This is an optimization exercise on Yosys and OpenROAD, whose aim is small area, not a production implementation.
The RTL was checked by simulation tests, not by an equivalence proof against the original design.
The flow treats the clock pin as an ideal source, which a real chip does not have.
Power and IR drop assume default switching activity.

// Seven_Segment
module Seven_Segment(
    input CLK,
    input rst,
    input switch_up,
    input switch_clear,
    input switch_stop,
    output [7:0] SEG,
    output [3:0] DIGIT,
    output reg [23:0] io_led
    );
wire step, tick, p0, early, tick_prev, tick_now;
reg [15:0] B;
display_7_seg display(.CLK (CLK), .rst (rst), .digits (B), .step (step),
		.tick (tick), .p0 (p0), .early (early), .tick_prev (tick_prev),
		.tick_now (tick_now), .SEG (SEG), .DIGIT (DIGIT));
wire s_up, s_clear, s_stop;
debouncer d1(.CLK (CLK), .rst (rst), .mask (early), .switch_input (switch_up), .trans_dn (s_up));
debouncer d2(.CLK (CLK), .rst (rst), .mask (early), .switch_input (switch_clear), .trans_dn (s_clear));
debouncer d3(.CLK (CLK), .rst (rst), .mask (early), .switch_input (switch_stop), .trans_dn (s_stop));
reg run, dir;
always @(posedge CLK)
begin
  if (rst)
  begin
    run <= 1'b0;
    dir <= 1'b1;
  end
  else if (s_stop)
    run <= ~run;
  else if (s_clear)
    run <= 1'b0;
  else if (s_up)
  begin
    run <= 1'b1;
    dir <= run & ~dir;
  end
end
wire cnt = tick & run;
wire clr_led = rst | (s_clear & ~cnt);
wire [24:0] tog;
assign tog[0] = cnt;
genvar gi;
generate
  for (gi = 0; gi < 24; gi = gi + 1)
  begin : led
    assign tog[gi+1] = tog[gi] & ~(io_led[gi] ^ dir);
    always @(posedge CLK)
      io_led[gi] <= ~clr_led & (io_led[gi] ^ tog[gi]);
  end
endgenerate
reg Z, W, cp, cd, ce;
always @(posedge CLK)
  ce <= s_clear;
always @(posedge CLK)
begin
  if (rst)
    cp <= 1'b0;
  else if (tick)
    cp <= run;
end
always @(posedge CLK)
  if (tick)
    cd <= dir;
  ...
==> flow/config.mk <==
export PLATFORM = sky130hd
export DESIGN_NAME = Seven_Segment
export DESIGN_NICKNAME = Seven_Segment
export VERILOG_FILES = /design/flow/design.v
export SDC_FILE = /design/flow/constraint.sdc
export NUM_CORES = 4
export LEC_CHECK = 0
export ABC_AREA = 1
export CAP_MARGIN = 20
export CORE_MARGIN = 2
export CORE_UTILIZATION = 40
export GPL_TIMING_DRIVEN = 0
export PLACE_DENSITY = 0.65
export SLEW_MARGIN = 20
==> flow/constraint.sdc <==
create_clock -name core_clock -period 5.0 [get_ports {CLK}]
set_input_delay 1.0000 -clock core_clock [delete_from_list [all_inputs] [get_ports {CLK}]]
set_output_delay 1.0000 -clock core_clock [all_outputs]
set_load 0.01 [all_outputs]
standard.sh (not shown) runs the stock make flow with config.mk's settings and CLKGATE_MAP_FILE= SYNTH_SCRIPT=/design/flow/synth_recipe.tcl, a recipe that flattens the netlist after the stock synthesis.
==> flow/flow/run.sh <==
#!/bin/bash
# Layout flow.
#  1. the standard synthesis (the reference for register names and cells).
#  2. The same ORFS synthesis again in a second work folder, with a stronger
#     ABC area script and without the adder cells; it is used only if its
#     registers (names and cells) are exactly the standard synthesis's.
#  3. The standard ORFS flow from floorplan on, with minimum-size port
#     buffers and a clock tree of small clock buffers; after CTS the
#     buffers whose flip-flop clock pins see too much slew are upsized
#     (post_cts.tcl).
set -euo pipefail
W=$PWD
R=$W/orfs/results/$FLOW_PLATFORM/Seven_Segment/base
R2=$W/orfs_my/results/$FLOW_PLATFORM/Seven_Segment/base

bash standard.sh synth > $W/synth_std.log 2>&1
cp $R/1_2_yosys.v $W/netlist_std.v

rm -rf $W/myscripts
cp -r $FLOW_HOME/scripts $W/myscripts
cp $W/flow/area.abc $W/myscripts/abc_area.script
if bash standard.sh WORK_HOME=$W/orfs_my SCRIPTS_DIR=$W/myscripts ADDER_MAP_FILE= ABC_AREA=1 synth > $W/synth_my.log 2>&1 \
   && python3 $W/flow/regs.py $W/netlist_std.v $R2/1_2_yosys.v > $W/regs_check.log 2>&1; then
  echo "using own synthesis" >> $W/regs_check.log
  cp $R2/1_2_yosys.v $W/netlist_my.v
  cp $W/netlist_my.v $R/1_2_yosys.v
  rm -f $R/1_synth.odb $R/1_synth.sdc
else
  echo "using standard synthesis" >> $W/regs_check.log
fi

export BUFFER_PORTS_ARGS="-buffer_cell sky130_fd_sc_hd__buf_1"
export CTS_ARGS="${CTS_ARGS_OVERRIDE:--sink_clustering_enable -repair_clock_nets -dont_use_dummy_load -sink_clustering_size 10 -sink_clustering_max_diameter 30 -buf_list sky130_fd_sc_hd__clkbuf_4}"
export POST_CTS_TCL=$W/flow/post_cts.tcl
bash standard.sh > $W/layout.log 2>&1
==> flow/flow/post_cts.tcl <==
set clk_slew_target 0.115
proc clk_sink_worst {} {
  set worst 0
  set wpin ""
  foreach pin [get_pins -of_objects [all_registers] -filter "is_clock==1"] {
    set s [get_property $pin slew_max]
    if { $s > $worst } { set worst $s; set wpin $pin }
  }
  return [list $worst $wpin]
}
proc pin_driver { pin } {
  set net [get_nets -of_objects $pin]
  foreach p [get_pins -of_objects $net -filter "direction==output"] {
    return [get_cells -of_objects $p]
  }
  return ""
}
set upsized 0
for { set i 0 } { $i < 20 } { incr i } {
  estimate_parasitics -placement
  lassign [clk_sink_worst] worst wpin
  puts "clock-pin slew: worst [format %.4f $worst] at [get_full_name $wpin]"
  if { $worst <= $clk_slew_target } { break }
  set drv [pin_driver $wpin]
  if { $drv == "" } { break }
  set ref [get_property $drv ref_name]
  if { $ref == "sky130_fd_sc_hd__clkbuf_4" } {
    set new sky130_fd_sc_hd__clkbuf_8
  } elseif { $ref == "sky130_fd_sc_hd__clkbuf_8" } {
    set new sky130_fd_sc_hd__clkbuf_16
  } else {
    break
  }
  puts "upsizing [get_full_name $drv] $ref -> $new"
  replace_cell $drv $new
  incr upsized
}
if { $upsized > 0 } {
  detailed_placement
  check_placement -verbose
  estimate_parasitics -placement
  lassign [clk_sink_worst] worst wpin
  puts "clock-pin slew after upsizing: worst [format %.4f $worst]"
}
Other scripts of this flow, unchanged in this note and not shown: flow/flow/area.abc, flow/flow/regs.py
The starting point ran to the end with no violations.
Next try:
--- a/flow/config.mk
+++ b/flow/config.mk
@@ -12,3 +12,3 @@
 export GPL_TIMING_DRIVEN = 0
-export PLACE_DENSITY = 0.65
+export PLACE_DENSITY = 0.85
 export SLEW_MARGIN = 20
The changed run finished with timing, DRC and antenna clean.
Cell count is unchanged.
Area after synthesis stays the same.
Wire length increases by 6.1%.
Core utilization drops by 0.17 points.
Maximum frequency barely changes.
Non-clock buffer count is unchanged.
Die area does not change.
Power drops by 3.0%.
Next try:
--- a/flow/flow/post_cts.tcl
+++ b/flow/flow/post_cts.tcl
@@ -1,2 +1,2 @@
-set clk_slew_target 0.115
+set clk_slew_target 0.105
 proc clk_sink_worst {} {
Wire length went up slightly.
Via count hardly moves.
Setup slack degrades by 14 ps.

==> separate check: timing with driven ports <==
In the flow no input, the clock included, has a driving cell. The finished layouts below were timed again as built, in two steps. Step 1: set_driving_cell puts a clkbuf_16 on CLK and a buf_2 on each other input, an assumption about the parent block. Step 2 moves the port delays by t, midway between the first and last clock arrival at a register: inputs arrive t later, outputs are due t later. That takes back most of the time a late clock gives input paths. Slacks: no drivers / after step 1 / after step 2; pairs: no drivers / after step 1.
run	shift t [ns]	setup slack, ns	worst setup path after step 2	slew at the worst register clock pin (ns)	cell pins on the clock port's net
the first run	0.444	0.587 / 0.587 / 0.587	register to register	0.09 / 0.09	1
the second run	0.417	0.576 / 0.576 / 0.576	register to register	0.11 / 0.11	1
the third run	0.423	0.561 / 0.561 / 0.561	register to register	0.10 / 0.10	1
After both steps every run listed still meets setup and hold.
